Context: an optimization exercise on an open-source flow, tuned for small area and a short achievable clock period. The choices shown serve that exercise and are no tape-out recipe. RTL that was checked went through simulation tests only; none was proved equivalent to the original. The RTL of runs 2 to 5 was laid out without a check of its function. Power and IR drop assume default switching activity.

==> flow/design.v, too long to show whole: its modules and the start of the top module <==
// module Programcounter: 18 lines
// module InstructionFetch: 18 lines
// module Alu: 29 lines
// module Alucontrol: 16 lines
// module Branchcontrol: 19 lines
// module BranchForwardingUnit: 5 lines
// module ControlDecoder: 62 lines
// module EXMEM: 97 lines
// module Forward: 11 lines
// module ForwardingUnit: 27 lines
// module IDEX: 178 lines
// module IFID: 30 lines
// module ImmediateGen: 32 lines
// module MEMWB: 88 lines
// module RegisterFile: 335 lines
// module MemoryFetch: 125 lines
// module Core: 579 lines
// module DmemHandshake: 20 lines
// module RvTop: 53 lines
module RvTop(
  input         clock,
  input         reset,
  output        imem_valid,
  output [31:0] imem_addr,
  input  [31:0] imem_rdata,
  output        dmem_valid,
  output [31:0] dmem_addr,
  output [31:0] dmem_wdata,
  output [3:0]  dmem_wmask,
  output        dmem_we,
  input  [31:0] dmem_rdata,
  output        rvfi_valid,
  output [31:0] rvfi_insn,
  output [31:0] rvfi_pc,
  output [31:0] rvfi_mem_addr,
  output [3:0]  rvfi_mem_wmask,
  output [31:0] rvfi_mem_wdata
);
  // ...
==> flow/run.sh <==
#!/bin/bash
# synth_recipe.tcl (not shown) runs the flow's synth.tcl, then flattens the netlist and writes it again
# the make line also repeats each setting of config.mk as NAME=value (left out here)
make -C /OpenROAD-flow-scripts/flow DESIGN_CONFIG=/design/flow/config.mk WORK_HOME=/design/flow/orfs CLKGATE_MAP_FILE= SYNTH_SCRIPT=/design/flow/synth_recipe.tcl finish
==> flow/config.mk <==
export PLATFORM = sky130hd
export DESIGN_NAME = RvTop
export DESIGN_NICKNAME = RvTop
export VERILOG_FILES = /design/flow/design.v
export SDC_FILE = /design/flow/constraint.sdc
export NUM_CORES = 4
export LEC_CHECK = 0
export CAP_MARGIN = 20
export CORE_MARGIN = 2
export CORE_UTILIZATION = 30
export PLACE_DENSITY = 0.45
export SETUP_SLACK_MARGIN = 0.3
export SLEW_MARGIN = 20
==> flow/constraint.sdc <==
create_clock -name core_clock -period 10.0 [get_ports {clock}]
set_input_delay 2.0000 -clock core_clock [delete_from_list [all_inputs] [get_ports {clock}]]
set_output_delay 2.0000 -clock core_clock [all_outputs]
set_load 0.01 [all_outputs]
==> qor.txt, run 1 <==
status -> finished clean
commonest non-fill, non-tap cell in the layout -> nand2_1
setup TNS -> 0 ns
CP Max Fanout -> 4
Top pwr grp -> the clock network
post-cts resize count -> 198
CP endpoint kind -> register
RePlAce Congestion -> 1.053
FF+latch count -> 1594
Min-Delay Endpoint -> core.memwb_module.PC_REG[27]
Power, Total -> 19920 uW
die height -> 560.2 microns
fin area -> 118600 sq um
Met3 Wirelength -> 78.23 mm
global-route wire length before repair -> 894.5 mm
layout cells sized above 1 -> 0.1824
core area -> 308300 sq um
worst path bufs/invs -> 12
Rel. slew slack -> 0.1276
Power Sequential -> 6950 uW
Final period util -> 0.9642
switching share of total power -> 0.3565
port buffer count -> 293
Hold Vio Cnt, Final -> 0
Worst Skew -> 0.1113 ns
crit path from -> dmem_rdata[2]
Gate power share -> 0.269
Finished Layout Cells -> 17820
routed metal-1 wire length -> 264.5 mm
==> module RvTop, before the edit <==
module RvTop(
  input         clock,
  input         reset,
  output        imem_valid,
  output [31:0] imem_addr,
  input  [31:0] imem_rdata,
  output        dmem_valid,
  output [31:0] dmem_addr,
  output [31:0] dmem_wdata,
  output [3:0]  dmem_wmask,
  output        dmem_we,
  input  [31:0] dmem_rdata,
  output        rvfi_valid,
  output [31:0] rvfi_insn,
  output [31:0] rvfi_pc,
  output [31:0] rvfi_mem_addr,
  output [3:0]  rvfi_mem_wmask,
  output [31:0] rvfi_mem_wdata
);
  wire dmem_rsp_valid;
  wire [3:0] imem_lanes;
  wire imem_iswrite;
  wire imem_rsp_ready;
  Core core (
    .clock(clock),
    .reset(reset),
    .io_dmemReq_valid(dmem_valid),
    .io_dmemReq_bits_addrRequest(dmem_addr),
    .io_dmemReq_bits_dataRequest(dmem_wdata),
    .io_dmemReq_bits_activeByteLane(dmem_wmask),
    .io_dmemReq_bits_isWrite(dmem_we),
    .io_dmemRsp_valid(dmem_rsp_valid),
    .io_dmemRsp_bits_dataResponse(dmem_rdata),
    .io_imemReq_valid(imem_valid),
    .io_imemReq_bits_addrRequest(imem_addr),
    .io_imemReq_bits_activeByteLane(imem_lanes),
    .io_imemReq_bits_isWrite(imem_iswrite),
    .io_imemRsp_ready(imem_rsp_ready),
    .io_imemRsp_bits_dataResponse(imem_rdata),
    .io_rvfi_bool(rvfi_valid),
    .io_rvfi_uint4(rvfi_mem_wmask),
    .io_rvfi_uint32_0(rvfi_insn),
    .io_rvfi_uint32_4(rvfi_pc),
    .io_rvfi_uint32_6(rvfi_mem_addr),
    .io_rvfi_uint32_8(rvfi_mem_wdata)
  );
  DmemHandshake dmem_hs (
    .clock(clock),
    .reset(reset),
    .io_req_valid(dmem_valid),
    .io_rsp_valid(dmem_rsp_valid)
  );
endmodule
==> run 2, diff against run 1 <==
==> flow/design.v (replaced) <==
module RegFile(
  input         clock,
  input         reset,
  input  [31:1] wen,
  input  [31:0] wdata,
  input  [4:0]  rs1,
  input  [4:0]  rs2,
  output reg [31:0] rd1,
  output reg [31:0] rd2
);
  reg [1023:32] r;
  reg [31:1] vld;
  wire [31:0] dec1 = 32'b1 << rs1;
  wire [31:0] dec2 = 32'b1 << rs2;
  wire [31:1] sel1 = dec1[31:1] & vld;
  wire [31:1] sel2 = dec2[31:1] & vld;
  integer k;
  always @* begin
    rd1 = 32'h0;
    rd2 = 32'h0;
    for (k = 1; k < 32; k = k + 1) begin
      rd1 = rd1 | ({32{sel1[k]}} & r[k*32 +: 32]);
      rd2 = rd2 | ({32{sel2[k]}} & r[k*32 +: 32]);
    end
  end
  always @(posedge clock) begin
    for (k = 1; k < 32; k = k + 1)
      if (wen[k]) r[k*32 +: 32] <= wdata;
  end
  always @(posedge clock) begin
    if (reset) vld <= 31'h0;
    else vld <= vld | wen;
  end
endmodule
module RvTop(
  input         clock,
  input         reset,
  output        imem_valid,
  output [31:0] imem_addr,
  input  [31:0] imem_rdata,
  output        dmem_valid,
  output [31:0] dmem_addr,
  output [31:0] dmem_wdata,
  output [3:0]  dmem_wmask,
  output        dmem_we,
  input  [31:0] dmem_rdata,
  output        rvfi_valid,
  output [31:0] rvfi_insn,
  output [31:0] rvfi_pc,
  output [31:0] rvfi_mem_addr,
  output [3:0]  rvfi_mem_wmask,
  output [31:0] rvfi_mem_wdata
);
  localparam [6:0] OP_R = 7'h33, OP_I = 7'h13, OP_L = 7'h03, OP_S = 7'h23,
                   OP_B = 7'h63, OP_JAL = 7'h6f, OP_JALR = 7'h67,
                   OP_LUI = 7'h37, OP_AUIPC = 7'h17;
  reg [31:0] pc;
  reg [31:0] d_ins, d_pc;
  reg [31:0] e_ins, e_pc, e_r1, e_r2, e_bb;
  reg [31:0] m_ins, m_pc, m_alu, m_rd2;
  reg [31:0] w_ins, w_pc, w_alu, w_wd;
  reg [3:0]  w_mask;
  reg [1:0]  ld_off;
  reg [2:0]  ld_f3;
  reg [1:0]  hs;
  wire [6:0] d_op = d_ins[6:0];
  wire [6:0] e_op = e_ins[6:0];
  wire [6:0] m_op = m_ins[6:0];
  wire [6:0] w_op = w_ins[6:0];
  function automatic rw_of(input [6:0] op);
    rw_of = op == OP_R || op == OP_I || op == OP_L || op == OP_JAL ||
            op == OP_JALR || op == OP_LUI || op == OP_AUIPC;
  endfunction
  wire d_jal  = d_op == OP_JAL;
  wire d_jalr = d_op == OP_JALR;
  wire d_br   = d_op == OP_B;
  wire d_ld   = d_op == OP_L;
  wire e_br   = e_op == OP_B;
  wire e_ld   = e_op == OP_L;
  wire m_ld   = m_op == OP_L;
  wire m_st   = m_op == OP_S;
  wire w_ld   = w_op == OP_L;
  wire m_rw   = rw_of(m_op);
  wire w_rw   = rw_of(w_op);
  wire [4:0] m_rd = m_ins[11:7];
  wire [4:0] w_rd = w_ins[11:7];
  wire       m_acc = m_ld | m_st;
  assign dmem_valid = m_acc | w_ld;
  assign dmem_addr  = m_acc ? m_alu : w_alu;
  assign dmem_we    = m_st;
  wire [1:0] off_sw = m_acc ? m_alu[1:0] : (w_ld ? w_alu[1:0] : 2'b00);
  wire [2:0] m_f3   = m_ins[14:12];
  wire [1:0] so     = m_alu[1:0];
  wire [7:0] b0 = m_rd2[7:0], b1 = m_rd2[15:8], b2 = m_rd2[23:16], b3 = m_rd2[31:24];
  reg  [31:0] wdata_sh;
  reg  [3:0]  lanes;
  always @* begin
    if (m_f3 == 3'd0) begin
      case (so)
        2'd0: begin wdata_sh = {b3, b2, b1, b0}; lanes = 4'h1; end
        2'd1: begin wdata_sh = {b3, b2, b0, b1}; lanes = 4'h2; end
        2'd2: begin wdata_sh = {b3, b0, b2, b1}; lanes = 4'h4; end
        default: begin wdata_sh = {b0, b3, b2, b1}; lanes = 4'h8; end
      endcase
    end else if (m_f3 == 3'd1) begin
      case (so)
        2'd0: begin wdata_sh = {b3, b2, b1, b0}; lanes = 4'h3; end
        2'd1: begin wdata_sh = {b3, b1, b0, b2}; lanes = 4'h6; end
        default: begin wdata_sh = {b1, b0, b3, b2}; lanes = 4'hc; end
      endcase
    end else begin
      wdata_sh = m_rd2;
      lanes = 4'hf;
    end
  end
  assign dmem_wdata = wdata_sh;
  assign dmem_wmask = lanes;
  wire [3:0] m_mask = m_st ? lanes : 4'h0;
  wire [31:0] rdata = dmem_valid ? dmem_rdata : 32'h0;
  wire [7:0]  lb = ld_off == 2'd0 ? rdata[7:0] : ld_off == 2'd1 ? rdata[15:8] :
                   ld_off == 2'd2 ? rdata[23:16] : rdata[31:24];
  wire [15:0] lh = ld_off == 2'd0 ? rdata[15:0] : ld_off == 2'd1 ? rdata[23:8] :
                   rdata[31:16];
  wire ld_w = ld_f3 == 3'd2;
  wire ld_b = ld_f3 == 3'd0 || ld_f3 == 3'd4;
  wire ld_sx = ld_b ? ld_f3 == 3'd0 : ld_f3 != 3'd5;
  wire [31:0] rd_fmt = ld_w ? rdata :
                       ld_b ? {{24{ld_sx & lb[7]}}, lb} : {{16{ld_sx & lh[15]}}, lh};
  wire rsp_valid = hs == 2'd2;
  wire [31:0] wb_data = w_ld ? rd_fmt : w_alu;
  reg        wb2_we;
  reg [4:0]  wb2_rd;
  reg [31:0] wb2_d;
  wire [31:0] wen_dec = 32'b1 << wb2_rd;
  wire [31:1] rf_wen  = wb2_we ? wen_dec[31:1] : 31'h0;
  wire [4:0] d_rs1 = d_ins[19:15];
  wire [4:0] d_rs2 = d_ins[24:20];
  wire [31:0] rfa, rfb;
  RegFile regs (
    .clock(clock), .reset(reset), .wen(rf_wen), .wdata(wb2_d),
    .rs1(d_rs1), .rs2(d_rs2), .rd1(rfa), .rd2(rfb));
  wire [31:0] rf1 = (wb2_we && wb2_rd == d_rs1) ? wb2_d : rfa;
  wire [31:0] rf2 = (wb2_we && wb2_rd == d_rs2) ? wb2_d : rfb;
  wire hit1 = w_rw & (w_rd == d_rs1);
  wire hit2 = w_rw & (w_rd == d_rs2);
  wire [31:0] bra = (d_rs1 == 5'd3 || d_rs1 == 5'd5) ? wb_data :
                    d_rs1 == 5'd4 ? rd_fmt : rf1;
  wire [31:0] brb = (d_rs2 == 5'd3 || d_rs2 == 5'd5) ? wb_data :
                    d_rs2 == 5'd4 ? rd_fmt : rf2;
  wire [31:0] rd1_n = d_br ? bra : (hit1 ? w_alu : rf1);
  wire [31:0] rd2_n = hit2 ? wb_data : rf2;
  wire [31:0] d_jimm = {{12{d_ins[31]}}, d_ins[19:12], d_ins[20], d_ins[30:21], 1'b0};
  wire [31:0] d_iimm = {{20{d_ins[31]}}, d_ins[31:20]};
  wire stall = d_jal | d_jalr | d_br | d_ld | e_br | e_ld;
  assign imem_valid = ~stall;
  assign imem_addr  = {8'h0, pc[25:2]};
  wire [4:0] e_rs1 = e_ins[19:15];
  wire [4:0] e_rs2 = e_ins[24:20];
  wire [2:0] e_f3  = e_ins[14:12];
  wire       e_f7  = e_ins[30];
  reg s1_pc, s1_m, s1_w, s1_r;
  reg s2_imm, s2_m, s2_w, s2_r;
  reg fb_m, fb_w;
  reg c_sum, c_usub, c_sll, c_srl, c_lt, c_xor, c_or, c_and, c_pass;
  reg ba_m, ba_w, bb_m, bb_w;
  wire [4:0] e_rd  = e_ins[11:7];
  wire e_rw  = rw_of(e_op);
  wire n_fa1 = e_rw & (e_rd != 5'd0) & (e_rd == d_rs1);
  wire n_fa2 = ~n_fa1 & m_rw & (m_rd != 5'd0) & (m_rd == d_rs1);
  wire n_fb1 = e_rw & (e_rd != 5'd0) & (e_rd == d_rs2);
  wire n_fb2 = ~n_fb1 & m_rw & (m_rd != 5'd0) & (m_rd == d_rs2);
  wire d_auipc = d_op == OP_AUIPC;
  wire d_lui   = d_op == OP_LUI;
  wire d_opb   = d_op == OP_I || d_op == OP_S || d_op == OP_L || d_op == OP_JALR || d_lui || d_auipc;
  wire d_a0    = d_lui | d_auipc;
  wire [2:0] d_f3 = d_ins[14:12];
  wire d_f7  = d_ins[30];
  wire d_R   = d_op == OP_R;
  wire d_I   = d_op == OP_I;
  wire d_J   = d_jal | d_jalr;
  wire d_other = ~d_R & ~d_I & ~d_J & ~d_br;
  wire d_base  = d_I | (d_R & ~d_f7);
  wire n_add = (d_base & d_f3 == 3'd0) | d_other;
  wire n_sub = d_R & d_f7 & d_f3 == 3'd0;
  wire n_sll = d_base & d_f3 == 3'd1;
  wire n_lt  = d_base & (d_f3 == 3'd2 || d_f3 == 3'd3);
  wire n_xor = d_base & d_f3 == 3'd4;
  wire n_srl = (d_I | d_R) & d_f3 == 3'd5;
  wire n_or  = d_base & d_f3 == 3'd6;
  wire n_and = d_base & d_f3 == 3'd7;
  always @(posedge clock) begin
    if (reset) begin
      {s1_pc, s1_m, s1_w, s1_r} <= 4'b0000;
      {s2_imm, s2_m, s2_w, s2_r} <= 4'b0001;
      {fb_m, fb_w} <= 2'b00;
      {c_sum, c_usub, c_sll, c_srl, c_lt, c_xor, c_or, c_and, c_pass} <= 9'b100000000;
      {ba_m, ba_w, bb_m, bb_w} <= 4'b0000;
    end else begin
      s1_pc <= d_auipc | d_br;
      s1_m  <= n_fa1 & ~d_a0 & ~d_br;
      s1_w  <= n_fa2 & ~d_a0 & ~d_br;
      s1_r  <= ~n_fa1 & ~n_fa2 & ~d_a0 & ~d_br & (d_rs1 != 5'd0);
      s2_imm <= d_opb | d_br;
      s2_m  <= n_fb1 & ~d_opb & ~d_br;
      s2_w  <= n_fb2 & ~d_opb & ~d_br;
      s2_r  <= ~n_fb1 & ~n_fb2 & ~d_opb & ~d_br;
      fb_m  <= n_fb1;
      fb_w  <= n_fb2;
      c_sum <= n_add | n_sub;
      c_usub <= n_sub | n_lt;
      c_sll <= n_sll;
      c_srl <= n_srl;
      c_lt  <= n_lt;
      c_xor <= n_xor;
      c_or  <= n_or;
      c_and <= n_and;
      c_pass <= d_J;
      ba_m <= d_rs1 == 5'd1;
      ba_w <= d_rs1 == 5'd2;
      bb_m <= d_rs2 == 5'd1;
      bb_w <= d_rs2 == 5'd2;
    end
  end
  wire [31:0] fwd_b = fb_m ? m_alu : fb_w ? w_alu : e_r2;
  wire e_lui   = e_op == OP_LUI;
  wire e_auipc = e_op == OP_AUIPC;
  wire e_s     = e_op == OP_S;
  wire [31:0] e_imm = (e_lui | e_auipc) ? {e_ins[31:12], 12'h0} :
                      e_s ? {{20{e_ins[31]}}, e_ins[31:25], e_ins[11:7]} :
                      e_br ? {{20{e_ins[31]}}, e_ins[7], e_ins[30:25], e_ins[11:8], 1'b0} :
                      {{20{e_ins[31]}}, e_ins[31:20]};
  wire [31:0] op1 = ({32{s1_pc}} & e_pc) | ({32{s1_m}} & m_alu) |
                    ({32{s1_w}} & w_alu) | ({32{s1_r}} & e_r1);
  wire [31:0] op2 = ({32{s2_imm}} & e_imm) | ({32{s2_m}} & m_alu) |
                    ({32{s2_w}} & w_alu) | ({32{s2_r}} & e_r2);
  wire [32:0] addsub = {1'b0, op1} + {1'b0, op2 ^ {32{c_usub}}} + {32'h0, c_usub};
  wire lt = ~addsub[32];
  reg [31:0] op1_rev, shr_rev;
  integer i;
  always @* for (i = 0; i < 32; i = i + 1) op1_rev[i] = op1[31 - i];
  wire [31:0] sh_in  = c_sll ? op1_rev : op1;
  wire [31:0] shr    = sh_in >> op2[4:0];
  always @* for (i = 0; i < 32; i = i + 1) shr_rev[i] = shr[31 - i];
  wire [31:0] aluout =
      ({32{c_sum}} & addsub[31:0]) |
      ({32{c_sll}} & shr_rev) |
      ({32{c_srl}} & shr) |
      ({32{c_lt}}  & {31'h0, lt}) |
      ({32{c_xor}} & (op1 ^ op2)) |
      ({32{c_or}}  & (op1 | op2)) |
      ({32{c_and}} & (op1 & op2)) |
      ({32{c_pass}} & op1);
  wire [31:0] ba = ba_m ? m_alu : ba_w ? w_alu : e_r1;
  wire [31:0] bb = bb_m ? m_alu : bb_w ? w_alu : e_bb;
  wire b_eq  = ba == bb;
  wire [32:0] b_diff = {1'b0, ba} + {1'b0, ~bb} + 33'd1;
  wire b_ltu = ~b_diff[32];
  wire b_lt  = b_ltu ^ ba[31] ^ bb[31];
  reg  b_take;
  always @* begin
    case (e_f3)
      3'd0: b_take = b_eq;
      3'd1: b_take = ~b_eq;
      3'd4: b_take = b_lt;
      3'd5: b_take = ~b_lt;
      3'd6: b_take = b_ltu;
      3'd7: b_take = ~b_ltu;
      default: b_take = 1'b0;
    endcase
  end
  wire taken = e_br & b_take;
  wire [31:0] pc_n = taken ? addsub[31:0] :
                     d_jal ? d_pc + d_jimm :
                     d_jalr ? d_iimm :
                     (d_br | d_ld | e_br | e_ld) ? pc : pc + 32'd4;
  assign rvfi_valid     = w_ins != 32'h0;
  assign rvfi_insn      = w_ins;
  assign rvfi_pc        = w_pc;
  assign rvfi_mem_addr  = w_alu;
  assign rvfi_mem_wmask = w_mask;
  assign rvfi_mem_wdata = w_wd;
  always @(posedge clock) begin
    if (reset) begin
      pc    <= 32'hfffffffc;
      d_ins <= 32'h0;
      e_ins <= 32'h0;
      e_r2  <= 32'h0;
      m_ins <= 32'h0;
      m_alu <= 32'h0;
      w_ins <= 32'h0;
    end else begin
      pc    <= pc_n;
      d_ins <= stall ? 32'h0 : imem_rdata;
      e_ins <= d_ins;
      e_r2  <= rd2_n;
      m_ins <= e_ins;
      m_alu <= aluout;
      w_ins <= m_ins;
    end
    d_pc   <= pc;
    e_pc   <= d_pc;
    e_r1   <= rd1_n;
    e_bb   <= brb;
    m_pc   <= e_pc;
    m_rd2  <= fwd_b;
    w_pc   <= m_pc;
    w_alu  <= m_alu;
    w_wd   <= m_rd2;
    w_mask <= m_mask;
    wb2_rd <= w_rd;
    wb2_d  <= wb_data;
  end
  always @(posedge clock) begin
    if (reset) begin
      wb2_we <= 1'b0;
      ld_off <= 2'h0;
      ld_f3  <= 3'h0;
      hs     <= 2'h0;
    end else begin
      wb2_we <= w_rw & (w_rd != 5'd0);
      if (~rsp_valid) begin
        ld_off <= off_sw;
        ld_f3  <= m_f3;
      end
      if (hs == 2'd0 || hs == 2'd2) hs <= 2'd1;
      else if (hs == 2'd1 && dmem_valid) hs <= 2'd2;
    end
  end
endmodule
--- a/flow/config.mk
+++ b/flow/config.mk
@@ -11,3 +11,3 @@
 export PLACE_DENSITY = 0.45
-export SETUP_SLACK_MARGIN = 0.3
+export SETUP_SLACK_MARGIN = 5
 export SLEW_MARGIN = 20
==> run 2 against run 1 <==
Compared with the run above:
- still clean
- count of clock-buffer cells in the layout down 36
- maximum frequency grew 90%
- clock power is 7.4% lower
- worst setup slack better by 4.6 ns
- first-iteration DRC count down 29%
- sequential share of layout area is 20 points higher
- core utilization down 2.6 points
- cell count is 41% lower
- critical path type is now register to register
- critical endpoint is now e_r2[31]
- highest routed layer unchanged
==> qor.txt, run 2 <==
register name with the most flops -> regs.r
Synth top area share -> 0.3968
Top Ports -> 302
global-route wire length before repair -> 558.4 mm (-38%)
post-DP HPWL -> 266.5 mm
total grt overflow -> 0
LEAKAGE -> 0.03149 uW
Worst Path Required -> 10.77 ns
Gate power share -> 0.081 (-0.188)
max FFs per register -> 992
Post-synth ARST share -> 0
post-synthesis sequential area ratio -> 0.5608
initial antenna violation count -> 20
top post-synthesis cells by count -> 992 x edfxtp_1, 615 x dfxtp_1, 535 x nor2_1, 494 x clkbuf_1, 470 x nand2_1
Clock Power Share -> 0.444
Site Rows -> 183
RR Endpoint -> e_r2[31]
Post-synth EDFFs -> 992
vias in the first global route -> 63000
Crit Reg-Reg Startpoint -> d_ins[22]
CP Max Fanout -> 20 (+16)
sw power -> 4044 uW
CP arrival -> 5.85 ns
Synth Flop Type -> edfxtp_1
area of the multi-input gates -> 30880 sq um
status -> finished clean
biggest cell delay along the critical path -> 0.83 ns
layout cells sized above 1 -> 0.1144 (-0.06803)
peak supply drop -> 0.0001853 V
average wire per standard cell -> 40.28 microns
core area -> 248700 sq um (-19%)
Critical Path Source Type -> register
endpoints failing setup -> 0
Synth Register Bits -> 1607
Power, Total -> 15880 uW (-20%)
drt total wl -> 421.3 mm
main combinational cell family by area after synthesis -> compound AO/OA/AOI/OAI gates
Global Route Usage Sum -> 0.3157
max cap viols -> 0
Antenna Nets Post-Route -> 0
FF+latch area -> 42160 sq um
worst setup path class -> register to register
Vias -> 67570
CP endpoint kind -> register
multiplexer share of the synthesized area -> 0.03805
placed cell areas -> 82110 sq um
Min-Delay Endpoint -> w_pc[19]
Mapped Cells -> 6796
CTS max path bufs -> 3
Starting Density -> 0.3019
CP cell instances -> inv_1 > nor2_1 > and2_1 > and3_2 > buf_4 > a221oi_1 > nand4_1 > nor3_1 > a21oi_1 > mux2i_1 > nor2_1
# nets final -> 7187
fin area -> 89140 sq um (-25%)
DIE WIDTH -> 504.2 microns
worst r2r path cells -> 11
final slew viol count -> 0
Synth Area in Compound Gates -> 0.2063
post-synthesis simple-gate area fraction -> 0.1132
Worst Skew -> 0.1079 ns (-0.003437 ns)
die height -> 504.2 microns (-10%)
Clock Latency Late Sink -> 0.89 ns
Yosys warning count -> 2
Clk pin slew, worst setup/hold paths -> 0.06 ns
Final period util -> 0.5075 (-0.4567)
most frequent cells in the layout -> 992 x edfxtp_1, 584 x dfxtp_1, 495 x nor2_1, 467 x nand2_1, 407 x a22oi_1
1st-pass router iterations -> 13
largest net degree at the start of global routing -> 77
port buffer count -> 293 (unchanged)
commonest non-fill, non-tap cell in the layout -> edfxtp_1
Adder-Cell Fraction of Synth Area -> 0.02687
worst-path cell with the longest stage delay -> and3_2
CTS tree -> done
Hold Path Class -> register to register
final worst slack -> 4.925 ns
clk sinks -> 1607
syn avg cell area -> 11.05 sq um
Unique masters post-synth -> 86
P&R area growth vs syn -> 18.74%
hold buffers post-CTS -> 0
RSZ-0062 raised after global routing -> yes
RePlAce Congestion -> 1.012 (-3.9%)
Worst Tran Pin Value -> 1.368 ns
P_int -> 11840 uW
DRT iter0 DRCs -> 12400
dpl ws -> 4.300 ns
most frequent CP cell -> nor2_1
XOR/XNOR Fraction of Synth Area -> 0.01762
Root Buffer -> clkbuf_16
Rel. slew slack -> 0.08361 (-0.04403)
fillers -> 24480
fmax -> 0.1970 GHz
Synth area leaders -> edfxtp_1 40%, dfxtp_1 16%, a22oi_1 4.1%
sequential power share -> 0.475
setup TNS -> 0 ns (unchanged)
most frequent cell after synthesis -> edfxtp_1
PwrDens -> 178.2 nW/um^2
CTS buffer count -> 182
largest area contributor in the netlist -> edfxtp_1
R2R setup slack -> 4.93 ns
DRC violations left -> 0
Mapped Area -> 75070 sq um
Avg Vias per Cell -> 6.460
Hold Vio Cnt, Final -> 0 (unchanged)
min-delay src -> m_pc[19]
most used routing layer -> met2
die footprint -> 254200 sq um
switching share of total power -> 0.2546 (-0.1019)
H-tree Lvls -> 4
met2 Track Usage GR -> 0.4617
Hold Crit Depth -> 0
Final min period -> 5.075 ns
met3 usage -> 0.1075
crit path from -> d_ins[22]
met1 GRT Util -> 0.3999
==> run 2: worst max-delay path, delay by kind of cell, from the launching register on <==
kind	cells	cell delay [ns]
flops	1	0.76
compound gates	2	0.95
simple gates	6	2.08
buf+inv	2	0.99
mux	1	0.21
==> run 2: metrics by stage <==
step	hold WS, ns	instances	util
3_5_place_dp	0.3121	10080	0.3302
4_1_cts	0.3105	10430	0.3569
3_3_place_gp	0.3124	10080	0.3302
2_1_floorplan	0.3096	6803	-
6_report	0.3127	10460	0.3585
5_1_grt	0.3255	10450	0.3583
==> run 2: cell type report <==
class                   count  area share
diodes                     14   0.0003930
clock buffers             242     0.05654
clock inverters            96     0.01399
inverters                 110    0.004744
multi-input cells        4492      0.3465
flip-flops and latches   1607      0.4730
well taps                3330     0.04674
repair buffers            568     0.05814
==> run 2: how the worst max path moves through the flow <==
stage	endpoint	slack (ns)
finish	e_r2[31]	4.93
global route	pc[31]	4.98
global placement	m_alu[0]	4.29
CTS	dmem_valid	4.95
detailed placement	m_alu[0]	4.30
floorplan	pc[31]	5.01
==> run 2: logic make-up (layout without fill, tap and decap cells) <==
kind of cell,Yosys count,after routing
compound gates,2112,2112
flops,1607,1607
simple gates,1800,1800
xor+xnor,151,151
fa+ha+maj,160,160
buf+inv,704,1016
other cells,1,22
mux,261,261
==> run 2: power groups by stage <==
stage	combinational [uW]	sequential, uW	clock, uW
2_1_floorplan	837	7490	0
3_3_place_gp	1270	7690	0
3_5_place_dp	1270	7680	0
4_1_cts	1280	7540	7090
5_1_grt	1410	7550	7360
6_report	1290	7540	7050
==> run 2: layer usage <==
layer  part of all wire  up-vias
met5            0.00048        -
met4              0.071       20
met3               0.13     1343
met2               0.42     5750
met1               0.38    33780
li1                   -    26670
==> run 2: repair_timing <==
action | CTS | global route
endpoints found under the setup margin | 120 | 35
pin swaps | 4 | 13
resized for setup | 59 | 40
buffers inserted | 14 | 12
endpoints found under the hold margin | 0 | 0
cloned | 1 | 2
==> run 3, diff against run 2 <==
--- a/flow/config.mk
+++ b/flow/config.mk
@@ -11,3 +11,3 @@
 export PLACE_DENSITY = 0.45
-export SETUP_SLACK_MARGIN = 5
+export SETUP_SLACK_MARGIN = 3
 export SLEW_MARGIN = 20
==> run 3 against run 2 <==
Compared with the run above:
- die area is the same
- still clean on timing, DRC and antenna
- largest power group unchanged
- area after synthesis did not move
- cell count fell by 0.18%
- synthesized cell count stayed put
==> qor.txt, run 3 <==
status -> finished clean
CTS buffer count -> 181 (-0.55%)
Worst Path Required -> 8.00 ns (-2.77 ns)
P_int -> 11880 uW (+0.37%)
Crit Reg-Reg Startpoint -> e_ins[5]
Clock Power Share -> 0.447 (+0.003)
CP Max Fanout -> 24 (+20%)
post-cts resize count -> 0 (-100%)
biggest cell delay along the critical path -> 0.88 ns (+0.05 ns)
CTS tree -> done
post-synthesis sequential area ratio -> 0.5608 (unchanged)
register name with the most flops -> regs.r
H-tree Lvls -> 4 (unchanged)
worst r2r path cells -> 18 (+7)
LEAKAGE -> 0.03132 uW (-0.56%)
sw power -> 4083 uW (+0.96%)
Synth area leaders -> edfxtp_1 40%, dfxtp_1 16%, a22oi_1 4.1%
R2R setup slack -> 3.87 ns (-1.06 ns)
largest area contributor in the netlist -> edfxtp_1
Final period util -> 0.6185 (+0.1110)
worst setup path class -> register to output pin
1st-pass router iterations -> 10 (-3)
Global Route Usage Sum -> 0.3212 (+0.005485)
max FFs per register -> 992 (unchanged)
worst-path cell with the longest stage delay -> nor2_1
Hold Path Class -> register to register
Site Rows -> 183 (unchanged)
Top Ports -> 302 (unchanged)
min-delay src -> m_pc[28]
dpl ws -> 4.123 ns (-0.1764 ns)
Worst Skew -> 0.09547 ns (-0.01244 ns)
total grt overflow -> 0 (unchanged)
CP cell instances -> nor2_1 > nand2_1 > nor2_1 > a21oi_1 > o211ai_1 > o21ai_0 > clkdlybuf4s50_1
post-DP HPWL -> 270.5 mm (+1.5%)
Synth top area share -> 0.3968 (unchanged)
P&R area growth vs syn -> 18.08%
average wire per standard cell -> 40.89 microns (+1.5%)
DIE WIDTH -> 504.2 microns (unchanged)
switching share of total power -> 0.2558 (+0.001127)
top post-synthesis cells by count -> 992 x edfxtp_1, 615 x dfxtp_1, 535 x nor2_1, 494 x clkbuf_1, 470 x nand2_1
Min-Delay Endpoint -> w_pc[28]
largest net degree at the start of global routing -> 163 (+110%)
Starting Density -> 0.3019 (unchanged)
sequential power share -> 0.472 (-0.003)
final worst slack -> 3.815 ns (-1.110 ns)
syn avg cell area -> 11.05 sq um (unchanged)
most frequent cell after synthesis -> edfxtp_1
Synth Register Bits -> 1607 (unchanged)
fmax -> 0.1617 GHz (-18%)
# nets final -> 7174 (-0.18%)
Final min period -> 6.185 ns (+1.110 ns)
Root Buffer -> clkbuf_16
Critical Path Source Type -> register
die footprint -> 254200 sq um (unchanged)
max cap viols -> 0 (unchanged)
Avg Vias per Cell -> 6.443 (-0.26%)
hold buffers post-CTS -> 0 (unchanged)
vias in the first global route -> 63040 (+0.057%)
die height -> 504.2 microns (unchanged)
port buffer count -> 293 (unchanged)
Mapped Area -> 75070 sq um (unchanged)
CTS max path bufs -> 3 (unchanged)
Synth Flop Type -> edfxtp_1
Post-synth ARST share -> 0 (unchanged)
drt total wl -> 426.9 mm (+1.3%)
RePlAce Congestion -> 1.001 (-1.1%)
most frequent cells in the layout -> 992 x edfxtp_1, 589 x dfxtp_1, 499 x nor2_1, 469 x nand2_1, 407 x a22oi_1
endpoints failing setup -> 0 (unchanged)
CP arrival -> 4.19 ns (-1.66 ns)
clk sinks -> 1607 (unchanged)
initial antenna violation count -> 18 (-10%)
Rel. slew slack -> 0.1539 (+0.07031)
core area -> 248700 sq um (unchanged)
Hold WS -> 0.3240 ns (+0.01134 ns)
Unique masters post-synth -> 86 (unchanged)
Clk pin slew, worst setup/hold paths -> 0.06 ns (about the same)
DRT iter0 DRCs -> 12540 (+1.1%)
final slew viol count -> 0 (unchanged)
commonest non-fill, non-tap cell in the layout -> edfxtp_1
RR Endpoint -> m_alu[31]
DRC violations left -> 0 (unchanged)
most frequent CP cell -> nor2_1
layout cells sized above 1 -> 0.1056 (-0.008802)
CP endpoint kind -> output pin
Hold Vio Cnt, Final -> 0 (unchanged)
setup bufs post-CTS -> 0 (-14)
Clock Latency Late Sink -> 0.90 ns (about the same)
peak supply drop -> 0.0001850 V (-0.19%)
Gate power share -> 0.081 (about the same)
setup TNS -> 0 ns (unchanged)
Hold Crit Depth -> 0 (unchanged)
Post-synth EDFFs -> 992 (unchanged)
PwrDens -> 180.1 nW/um^2 (+1.1%)
RSZ-0062 raised after global routing -> no
global-route wire length before repair -> 565.6 mm (+1.3%)
Yosys warning count -> 2 (unchanged)
Vias -> 67270 (-0.45%)
Mapped Cells -> 6796 (unchanged)
Worst Tran Pin Value -> 1.269 ns (-0.09908 ns)
Antenna Nets Post-Route -> 0 (unchanged)
==> run 3: changes by cell type in the layout (fill, tap and decap cells not counted), sizes merged <==
cell / before / now
clkbuf: 246 / 241
clkdlybuf4s50: 288 / 292
clkinvlp: 9 / 11
buf: 272 / 263
clkinv: 69 / 59
diode: 14 / 8
bufinv: 18 / 23
dlygate4sd2: 3 / 0
inv: 110 / 114
bufbuf: 1 / 0
==> run 3: kinds of logic after synthesis <==
kind of cell / Yosys count / synth area share
flip-flops: 1607 / 0.5608
AND/OR/NAND/NOR: 1800 / 0.1132
buffers and inverters: 704 / 0.03718
other: 1 / 0.00004995
AO/OA/AOI/OAI: 2112 / 0.2063
multiplexers: 261 / 0.03805
adder cells (fa/ha/maj): 160 / 0.02687
XOR/XNOR: 151 / 0.01762
==> run 3: power groups by stage <==
| stage | combinational (uW) | sequential [uW] | clock, uW |
|---|---|---|---|
| 2_1_floorplan | 837 | 7490 | 0 |
| 3_3_place_gp | 1270 | 7680 | 0 |
| 3_5_place_dp | 1270 | 7680 | 0 |
| 4_1_cts | 1270 | 7540 | 7170 |
| 5_1_grt | 1400 | 7550 | 7420 |
| 6_report | 1290 | 7540 | 7140 |
==> run 3: final cells by class <==
cell class / count / area, sq um
Tap cell: 3330 / 4167
Inverter: 110 / 415.4
Antenna cell: 8 / 20.02
Multi-Input combinational cell: 4492 / 30660
Clock buffer: 240 / 4908
Timing Repair Buffer: 556 / 4936
Sequential cell: 1607 / 42140
Fill cell: 24540 / 160000
Clock inverter: 97 / 1401
==> run 3: worst max-delay path by stage <==
stage,end,startpoint,cells past startpoint
after floorplan,pc[31],e_ins[5],20
after global placement,m_alu[0],e_ins[5],20
after detailed placement,pc[31],e_ins[5],18
after CTS,dmem_wdata[17],m_ins[14],7
after global routing,m_alu[31],e_ins[5],18
final,dmem_wdata[17],m_ins[14],7
==> run 3: metal layers <==
metal  vias to the layer above  share of wire  global-route usage
met1                     33690           0.38              0.4125
met2                      5591           0.42              0.4682
met4                        16          0.071              0.1904
met3                      1354           0.13              0.1059
li1                      26620              -                   -
met5                         -        0.00023                   0
==> run 3: stage by stage <==
step | instances | utilization | power (uW) | cell area (sq um)
detailed placement | 10100 | 0.3309 | 8947 | 82270
CTS | 10430 | 0.3562 | 15990 | 88580
finish | 10440 | 0.3565 | 15960 | 88640
global route | 10430 | 0.3564 | 16370 | 88630
floorplan | 6803 | - | 8323 | 75100
global placement | 10090 | 0.3307 | 8953 | 82240
==> run 3: worst max-delay path: cells and delay by family (launching register included) <==
kind | cells | cell delay [ns]
AO/OA/AOI/OAI | 3 | 0.31
buffers and inverters | 1 | 0.58
AND/OR/NAND/NOR | 3 | 2.02
flip-flops | 1 | 0.39
==> run 4, diff against run 3 <==
--- a/flow/design.v
+++ b/flow/design.v
@@ -73,13 +73,6 @@
   endfunction
-  wire d_jal  = d_op == OP_JAL;
-  wire d_jalr = d_op == OP_JALR;
-  wire d_br   = d_op == OP_B;
-  wire d_ld   = d_op == OP_L;
-  wire e_br   = e_op == OP_B;
-  wire e_ld   = e_op == OP_L;
-  wire m_ld   = m_op == OP_L;
-  wire m_st   = m_op == OP_S;
-  wire w_ld   = w_op == OP_L;
-  wire m_rw   = rw_of(m_op);
-  wire w_rw   = rw_of(w_op);
+  reg d_jal, d_jalr, d_br, d_ld;
+  reg e_br, e_ld, e_st, e_rw, ei_u, ei_s, ei_i;
+  reg m_ld, m_st, m_rw;
+  reg w_ld, w_rw;
   wire [4:0] m_rd = m_ins[11:7];
@@ -166,3 +159,2 @@
   wire [4:0] e_rd  = e_ins[11:7];
-  wire e_rw  = rw_of(e_op);
   wire n_fa1 = e_rw & (e_rd != 5'd0) & (e_rd == d_rs1);
@@ -197,3 +189,22 @@
       {ba_m, ba_w, bb_m, bb_w} <= 4'b0000;
+      {d_jal, d_jalr, d_br, d_ld} <= 4'b0000;
+      {e_br, e_ld, e_st, e_rw, ei_u, ei_s, ei_i} <= 7'b0000001;
+      {m_ld, m_st, m_rw, w_ld, w_rw} <= 5'b00000;
     end else begin
+      d_jal  <= ~stall & (imem_rdata[6:0] == OP_JAL);
+      d_jalr <= ~stall & (imem_rdata[6:0] == OP_JALR);
+      d_br   <= ~stall & (imem_rdata[6:0] == OP_B);
+      d_ld   <= ~stall & (imem_rdata[6:0] == OP_L);
+      e_br <= d_br;
+      e_ld <= d_ld;
+      e_st <= d_op == OP_S;
+      e_rw <= rw_of(d_op);
+      ei_u <= d_a0;
+      ei_s <= d_op == OP_S;
+      ei_i <= ~d_a0 & ~d_br & (d_op != OP_S);
+      m_ld <= e_ld;
+      m_st <= e_st;
+      m_rw <= e_rw;
+      w_ld <= m_ld;
+      w_rw <= m_rw;
       s1_pc <= d_auipc | d_br;
@@ -224,9 +235,7 @@
   wire [31:0] fwd_b = fb_m ? m_alu : fb_w ? w_alu : e_r2;
-  wire e_lui   = e_op == OP_LUI;
-  wire e_auipc = e_op == OP_AUIPC;
-  wire e_s     = e_op == OP_S;
-  wire [31:0] e_imm = (e_lui | e_auipc) ? {e_ins[31:12], 12'h0} :
-                      e_s ? {{20{e_ins[31]}}, e_ins[31:25], e_ins[11:7]} :
-                      e_br ? {{20{e_ins[31]}}, e_ins[7], e_ins[30:25], e_ins[11:8], 1'b0} :
-                      {{20{e_ins[31]}}, e_ins[31:20]};
+  wire [31:0] e_imm =
+      ({32{ei_u}} & {e_ins[31:12], 12'h0}) |
+      ({32{ei_s}} & {{20{e_ins[31]}}, e_ins[31:25], e_ins[11:7]}) |
+      ({32{e_br}} & {{20{e_ins[31]}}, e_ins[7], e_ins[30:25], e_ins[11:8], 1'b0}) |
+      ({32{ei_i}} & {{20{e_ins[31]}}, e_ins[31:20]});
   wire [31:0] op1 = ({32{s1_pc}} & e_pc) | ({32{s1_m}} & m_alu) |
--- a/flow/config.mk
+++ b/flow/config.mk
@@ -11,3 +11,3 @@
 export PLACE_DENSITY = 0.45
-export SETUP_SLACK_MARGIN = 3
+export SETUP_SLACK_MARGIN = 5
 export SLEW_MARGIN = 20
==> run 4 against run 3 <==
Compared with the run above:
- die area is 0.33% higher
- global-route usage is essentially flat
- still clean on timing, DRC and antenna
- via count decreased by 0.77%
- clock power rose by 0.8%
- largest power group unchanged
- power is 0.13% lower
- cell count down 1.2%
- area after synthesis grew 0.33%
- sequential cell count increased by 15
- combinational power is 7% lower
- wire length is 0.40% higher
- sequential share of layout area rose by 0.26 points
==> qor.txt, run 4 <==
fmax -> 0.2023 GHz (+25%)
initial antenna violation count -> 23 (+5)
Synth Area in Compound Gates -> 0.1995 (-0.006798)
DIE WIDTH -> 505.1 microns (+0.17%)
CP Max Fanout -> 5 (-79%)
min-delay src -> d_pc[1]
register name with the most flops -> regs.r
fillers -> 24510 (-0.098%)
PwrDens -> 179.5 nW/um^2 (-0.31%)
worst r2r path cells -> 12 (-6)
Vias -> 66750 (-0.77%)
Final min period -> 4.944 ns (-1.241 ns)
DRC violations left -> 0 (unchanged)
Post-synth EDFFs -> 992 (unchanged)
die footprint -> 255100 sq um (+0.33%)
Post-synth ARST share -> 0 (unchanged)
RePlAce Congestion -> 0.9776 (-2.3%)
H-tree Lvls -> 4 (unchanged)
# nets final -> 7041 (-1.9%)
Yosys warning count -> 2 (unchanged)
most frequent cells in the layout -> 992 x edfxtp_1, 595 x dfxtp_1, 521 x nor2_1, 414 x a22oi_1, 397 x nand2_1
vias in the first global route -> 62550 (-0.77%)
top post-synthesis cells by count -> 992 x edfxtp_1, 630 x dfxtp_1, 558 x nor2_1, 423 x clkbuf_1, 414 x a22oi_1
worst setup path class -> register to output pin
Finished Layout Cells -> 10320 (-1.2%)
Hold Vio Cnt, Final -> 0 (unchanged)
Synth Flop Type -> edfxtp_1
Site Rows -> 183 (unchanged)
layout cells sized above 1 -> 0.1206 (+0.01497)
post-DP HPWL -> 268.6 mm (-0.69%)
met3 usage -> 0.1091 (+0.003218)
drt total wl -> 428.6 mm (+0.40%)
Worst Path Required -> 8.00 ns (about the same)
most frequent cell after synthesis -> edfxtp_1
Hold Path Class -> register to register
met1 GRT Util -> 0.4010 (-0.01147)
Clock Latency Late Sink -> 0.91 ns (about the same)
final slew viol count -> 0 (unchanged)
Starting Density -> 0.3023 (+0.0004495)
dpl cells -> 9952 (-1.4%)
Crit Reg-Reg Startpoint -> d_ins[23]
total grt overflow -> 0 (unchanged)
RR Endpoint -> e_r2[23]
endpoints failing setup -> 0 (unchanged)
core area -> 249100 sq um (+0.18%)
XOR/XNOR Fraction of Synth Area -> 0.01826 (+0.0006392)
Synth Register Bits -> 1622 (+0.93%)
most used routing layer -> met2
largest area contributor in the netlist -> edfxtp_1
Worst Tran Pin Value -> 1.284 ns (+0.01532 ns)
main combinational cell family by area after synthesis -> compound AO/OA/AOI/OAI gates
Rel. slew slack -> 0.1437 (-0.01022)
Gate power share -> 0.075 (-0.006)
Clk pin slew, worst setup/hold paths -> 0.06 ns (about the same)
Synth area leaders -> edfxtp_1 40%, dfxtp_1 17%, a22oi_1 4.1%
sw power -> 4065 uW (-0.43%)
CP endpoint kind -> output pin
LEAKAGE -> 0.03117 uW (-0.45%)
Critical Path Source Type -> register
Unique masters post-synth -> 94 (+9.3%)
Mapped Area -> 75320 sq um (+0.33%)
peak supply drop -> 0.0001540 V (-17%)
post-synthesis sequential area ratio -> 0.5629 (+0.002124)
status -> finished clean
commonest non-fill, non-tap cell in the layout -> edfxtp_1
largest net degree at the start of global routing -> 91 (-44%)
Avg Vias per Cell -> 6.470 (+0.41%)
Worst Skew -> 0.1220 ns (+0.02648 ns)
Root Buffer -> clkbuf_16
Hold Crit Depth -> 0 (unchanged)
Mapped Cells -> 6682 (-1.7%)
max FFs per register -> 992 (unchanged)
sequential power share -> 0.473 (about the same)
P_int -> 11880 uW (about the same)
Min-Delay Endpoint -> e_pc[1]
global-route wire length before repair -> 566.7 mm (+0.19%)
Synth top area share -> 0.3955 (-0.001318)
Global Route Usage Sum -> 0.3215 (+0.0003421)
setup TNS -> 0 ns (unchanged)
Antenna Nets Post-Route -> 0 (unchanged)
syn avg cell area -> 11.27 sq um (+2.0%)
Clock Power Share -> 0.451 (+0.004)
switching share of total power -> 0.2550 (-0.0007532)
R2R setup slack -> 5.14 ns (+1.27 ns)
Adder-Cell Fraction of Synth Area -> 0.02678 (-0.00008926)
die height -> 505.1 microns (+0.17%)
CTS tree -> done
P&R area growth vs syn -> 17.90%
post-synthesis simple-gate area fraction -> 0.1073 (-0.005825)
clk sinks -> 1622 (+0.93%)
hold buffers post-CTS -> 0 (unchanged)
RSZ-0062 raised after global routing -> yes
CP arrival -> 2.94 ns (-1.25 ns)
DRT iter0 DRCs -> 12810 (+2.2%)
CTS max path bufs -> 3 (unchanged)
average wire per standard cell -> 41.54 microns (+1.6%)
port buffer count -> 293 (unchanged)
met2 Track Usage GR -> 0.4774 (+0.009143)
Final period util -> 0.4944 (-0.1241)
1st-pass router iterations -> 9 (-1)
CTS buffer count -> 184 (+1.7%)
multiplexer share of the synthesized area -> 0.04764 (+0.009592)
Top Ports -> 302 (unchanged)
max cap viols -> 0 (unchanged)
[run 4: repair_timing]
action,in CTS,in global routing
buffers inserted,4,0
pin swaps,3,2
gates resized for setup,32,19
endpoints found under the hold margin,0,0
setup endpoints to repair,88,20
[run 4: metal layers]
| metal | share of wire | up-vias |
|---|---|---|
| met4 | 0.073 | 24 |
| met5 | 0.00047 | - |
| met2 | 0.42 | 5698 |
| met1 | 0.37 | 33400 |
| li1 | - | 26220 |
| met3 | 0.13 | 1399 |
[run 4: kinds of logic after synthesis]
| kind of cell | count (synthesis) |
|---|---|
| AO/OA/AOI/OAI | 2015 |
| AND/OR/NAND/NOR | 1715 |
| flip-flops | 1622 |
| buffers and inverters | 695 |
| multiplexers | 317 |
| adder cells (fa/ha/maj) | 160 |
| XOR/XNOR | 157 |
| other | 1 |
[run 4: worst max-delay path by stage]
stage / startpoint / slack, ns / end
floorplan: w_alu[2] / 5.72 / pc[30]
global placement: m_alu[1] / 4.45 / pc[30]
detailed placement: m_alu[1] / 4.50 / pc[30]
CTS: m_alu[1] / 5.00 / dmem_wdata[25]
global route: s2_w / 4.92 / m_alu[24]
finish: w_ins[9] / 5.06 / rvfi_valid
[run 4: critical path, stage by stage (launching register included)]
cell and delay (ns):
dfxtp_1 0.47, or4_4 0.68, or4_1 0.50, clkdlybuf4s50_1 0.50
[run 4: area by class of cell]
cell class,instances,area [sq um],area share
well taps,3330,4167,0.04692
inverters,117,454.2,0.005115
clock buffers,239,4991,0.05620
clock inverters,107,1369,0.01541
flip-flops and latches,1622,42440,0.4780
diodes,12,30.03,0.0003382
repair buffers,518,4730,0.05326
multi-input cells,4372,30620,0.3448
[run 4: power by group through the flow]
stage	sequential, uW	clock (uW)	combinational, uW
floorplan	7520	0	776
global placement	7690	0	1180
detailed placement	7690	0	1180
CTS	7540	7230	1200
global route	7560	7480	1300
finish	7540	7200	1200
[run 4: stage by stage]
stage | instance area (sq um) | utilization | hold WS, ns | setup slack (ns) | power [uW]
2_1_floorplan | 75350 | - | 0.3096 | 5.719 | 8301
5_1_grt | 88790 | 0.3564 | 0.3052 | 4.918 | 16350
3_5_place_dp | 82130 | 0.3297 | 0.3121 | 4.497 | 8870
3_3_place_gp | 82100 | 0.3295 | 0.3102 | 4.454 | 8871
4_1_cts | 88620 | 0.3557 | 0.2992 | 5.003 | 15970
6_report | 88800 | 0.3565 | 0.2983 | 5.056 | 15940
==> run 5, diff against run 4 <==
==> flow/flow/run.sh (new file) <==
#!/bin/bash
set -euo pipefail
cp standard.sh standard_copy.log
bash standard.sh SETUP_SLACK_MARGIN=6.5 finish > make_finish.log 2>&1
==> flow/standard.sh (new file) <==
#!/bin/bash
# synth_recipe.tcl (not shown) runs the flow's synth.tcl, then flattens the netlist and writes it again
# the make line also repeats each setting of config.mk as NAME=value (left out here)
make -C /OpenROAD-flow-scripts/flow DESIGN_CONFIG=/design/flow/config.mk WORK_HOME=/design/flow/orfs CLKGATE_MAP_FILE= SYNTH_SCRIPT=/design/flow/synth_recipe.tcl "${@:-finish}"
--- a/flow/config.mk
+++ b/flow/config.mk
@@ -11,3 +11,2 @@
 export PLACE_DENSITY = 0.45
-export SETUP_SLACK_MARGIN = 5
 export SLEW_MARGIN = 20
removed: flow/run.sh
==> run 5 against run 4 <==
Compared with the run above:
- die area unchanged
- cell count grew 3.7%
- sequential cell count is the same
- area after synthesis stayed put
- worst hold slack got worse by 0.048 ns
- synthesized cell count unchanged
- design area is 8.6% higher
- clock skew fell by 0.0098 ns
- sequential share of layout area is 3.5 points lower
- core utilization rose by 3.1 points
- critical endpoint is now dmem_addr[10]
- largest power group unchanged
==> qor.txt, run 5 <==
fillers -> 23990 (-2.1%)
global-route wire length before repair -> 591.6 mm (+4.4%)
endpoints failing setup -> 0 (unchanged)
Hold Vio Cnt, Final -> 0 (unchanged)
LEAKAGE -> 0.03488 uW (+12%)
fmax -> 0.2277 GHz (+13%)
# nets final -> 7422 (+5.4%)
Starting Density -> 0.3023 (unchanged)
worst setup path class -> register to output pin
port buffer count -> 293 (unchanged)
layout cells sized above 1 -> 0.2524 (+0.1318)
Clock Latency Late Sink -> 0.90 ns (about the same)
commonest non-fill, non-tap cell in the layout -> edfxtp_1
Root Buffer -> clkbuf_16
post-synthesis sequential area ratio -> 0.5629 (unchanged)
Global Route Usage Sum -> 0.3377 (+0.01611)
R2R setup slack -> 5.89 ns (+0.75 ns)
RePlAce Congestion -> 0.9898 (+1.2%)
Final min period -> 4.391 ns (-0.5531 ns)
Post-synth EDFFs -> 992 (unchanged)
Antenna Nets Post-Route -> 0 (unchanged)
CTS max path bufs -> 3 (unchanged)
Rel. slew slack -> 0.1480 (+0.004322)
average wire per standard cell -> 42.32 microns (+1.9%)
Synth Register Bits -> 1622 (unchanged)
CP arrival -> 2.39 ns (-0.55 ns)
DRT iter0 DRCs -> 13460 (+5.1%)
Synth Flop Type -> edfxtp_1
Hold Path Class -> register to register
Final period util -> 0.4391 (-0.05531)
Site Rows -> 183 (unchanged)
post-DP HPWL -> 271.1 mm (+0.93%)
peak supply drop -> 0.0002093 V (+36%)
final slew viol count -> 0 (unchanged)
hold buffers post-CTS -> 0 (unchanged)
DIE WIDTH -> 505.1 microns (unchanged)
Hold WS -> 0.2503 ns (-0.04798 ns)
Post-synth ARST share -> 0 (unchanged)
DRC violations left -> 0 (unchanged)
CTS tree -> done
die height -> 505.1 microns (unchanged)
Avg Vias per Cell -> 6.518 (+0.74%)
die footprint -> 255100 sq um (unchanged)
register name with the most flops -> regs.r
status -> finished clean
Synth top area share -> 0.3955 (unchanged)
syn avg cell area -> 11.27 sq um (unchanged)
setup TNS -> 0 ns (unchanged)
Worst Path Required -> 8.00 ns (about the same)
vias in the first global route -> 65130 (+4.1%)
top post-synthesis cells by count -> 992 x edfxtp_1, 630 x dfxtp_1, 558 x nor2_1, 423 x clkbuf_1, 414 x a22oi_1
Finished Layout Cells -> 10700 (+3.7%)
largest area contributor in the netlist -> edfxtp_1
dpl cells -> 9940 (-0.12%)
H-tree Lvls -> 4 (unchanged)
Worst Tran Pin Value -> 1.278 ns (-0.006483 ns)
max cap viols -> 0 (unchanged)
P&R area growth vs syn -> 28.03%
Critical Path Source Type -> register
total grt overflow -> 0 (unchanged)
Unique masters post-synth -> 94 (unchanged)
Mapped Cells -> 6682 (unchanged)
Yosys warning count -> 2 (unchanged)
core area -> 249100 sq um (unchanged)
CP endpoint kind -> output pin
Top Ports -> 302 (unchanged)
PwrDens -> 164.9 nW/um^2 (-8.1%)
1st-pass router iterations -> 12 (+3)
CP Max Fanout -> 8 (+3)
Vias -> 69760 (+4.5%)
Synth area leaders -> edfxtp_1 40%, dfxtp_1 17%, a22oi_1 4.1%
most frequent cells in the layout -> 992 x edfxtp_1, 492 x dfxtp_1, 475 x nor2_1, 405 x a22oi_1, 354 x nand2_1
drt total wl -> 452.9 mm (+5.7%)
clk sinks -> 1622 (unchanged)
max FFs per register -> 992 (unchanged)
Mapped Area -> 75320 sq um (unchanged)
Clk pin slew, worst setup/hold paths -> 0.06 ns (about the same)
largest net degree at the start of global routing -> 69 (-24%)
RSZ-0062 raised after global routing -> yes
CTS buffer count -> 181 (-1.6%)
initial antenna violation count -> 27 (+17%)
Worst Skew -> 0.1122 ns (-0.009764 ns)
most frequent cell after synthesis -> edfxtp_1
run 5: cell counts after synthesis:
No cell type changed its count.
run 5: layout make-up:
class,count,area (sq um),share of cell area
repair inverters,3,23.77,0.0002465
inverters,117,515.5,0.005346
repair buffers,888,9117,0.09455
clock buffers,243,5036,0.05223
multi-input cells,4383,33540,0.3478
flip-flops and latches,1622,42760,0.4434
well taps,3330,4167,0.04321
clock inverters,98,1227,0.01273
diodes,19,47.55,0.0004931
run 5: repair_timing:
| action | in CTS | in global routing |
|---|---|---|
| endpoints found under the hold margin | 0 | 0 |
| setup buffers | 283 | 82 |
| cloned | 35 | 3 |
| gates resized for setup | 1603 | 321 |
| endpoints found under the setup margin | 401 | 294 |
| pin swaps | 179 | 156 |
run 5: worst max-delay path, cell delays in order (launching register included):
cell	delay, ns
dfxtp_2	0.32
buf_8	0.14
nor2_4	0.10
buf_12	0.12
buf_12	0.10
buf_12	0.12
buf_16	0.15
mux2_4	0.32
buf_6	0.12
run 5: metal layers:
metal	global-route usage	up-vias	wire (microns)
met5	0.001689	-	153
met3	0.1181	1714	61160
met1	0.4162	34620	163900
met4	0.2357	18	40140
li1	-	27030	-
met2	0.4913	6378	187600
run 5: logic make-up (layout without fill, tap and decap cells):
group                    after synthesis  in the layout  synth area share
flip-flops                          1622           1622            0.5629
adder cells (fa/ha/maj)              160            160           0.02678
AND/OR/NAND/NOR                     1715           1726            0.1073
buffers and inverters                695           1349           0.03754
AO/OA/AOI/OAI                       2015           2015            0.1995
XOR/XNOR                             157            157           0.01826
other                                  1             27        0.00004979
multiplexers                         317            317           0.04764
run 5: worst paths after layout:
check / from / endpoint / cells past startpoint
worst max-delay path: m_st / dmem_addr[10] / 8
worst min-delay path: m_pc[4] / w_pc[4] / 0
worst max register to register: m_alu[11] / m_alu[24] / 14
worst min register to register: m_pc[4] / w_pc[4] / 0
run 5: where the power goes:
part | internal [uW] | switching (uW) | leakage (uW)
registers | 7260 | 292 | 0.0142
clock network | 3980 | 3060 | 0.00303
logic | 573 | 745 | 0.0176
total | 11800 | 4100 | 0.0349
run 5: metrics by stage:
step / power [uW] / util / cell area (sq um) / setup slack [ns]
CTS: 15900 / 0.3787 / 94340 / 5.576
global route: 16320 / 0.3869 / 96390 / 5.572
detailed placement: 8888 / 0.3299 / 82180 / 4.817
floorplan: 8304 / - / 75640 / 6.311
global placement: 8887 / 0.3298 / 82160 / 4.802
finish: 15900 / 0.3871 / 96430 / 5.609

==> separate check: timing with driven ports <==
No port has a modelled driver above. Below, the same layouts with a new extraction and two added sets of constraints.
Step 1: set_driving_cell puts a clkbuf_16 on clock and a buf_2 on each other input, an assumption about the parent block.
Step 2 adds t to the input delays and takes it off the output delays; t is the mean of the earliest and latest rising clock arrival at the registers after step 1. Input paths then give back, and output paths get back, about the clock's delay inside the block.
a / b / c = no drivers / after step 1 / after step 2; a / b = the first two.
run	t, ns	slack for setup (ns)	worst setup path at the end
run 1	1.018	0.358 / 0.416 / -0.572	input to register
run 2	0.931	4.925 / 4.925 / 4.345	input to register
run 3	0.950	3.815 / 3.717 / 3.866	register to register
run 4	0.950	5.056 / 4.957 / 4.837	input to register
run 5	0.952	5.609 / 5.511 / 5.607	input to register
With both steps, setup timing fails in run 1, where it was met with ideal ports. The setup slack of run 1, which loses most, moves by +0.058 ns with the drivers and by -0.930 ns with both steps.
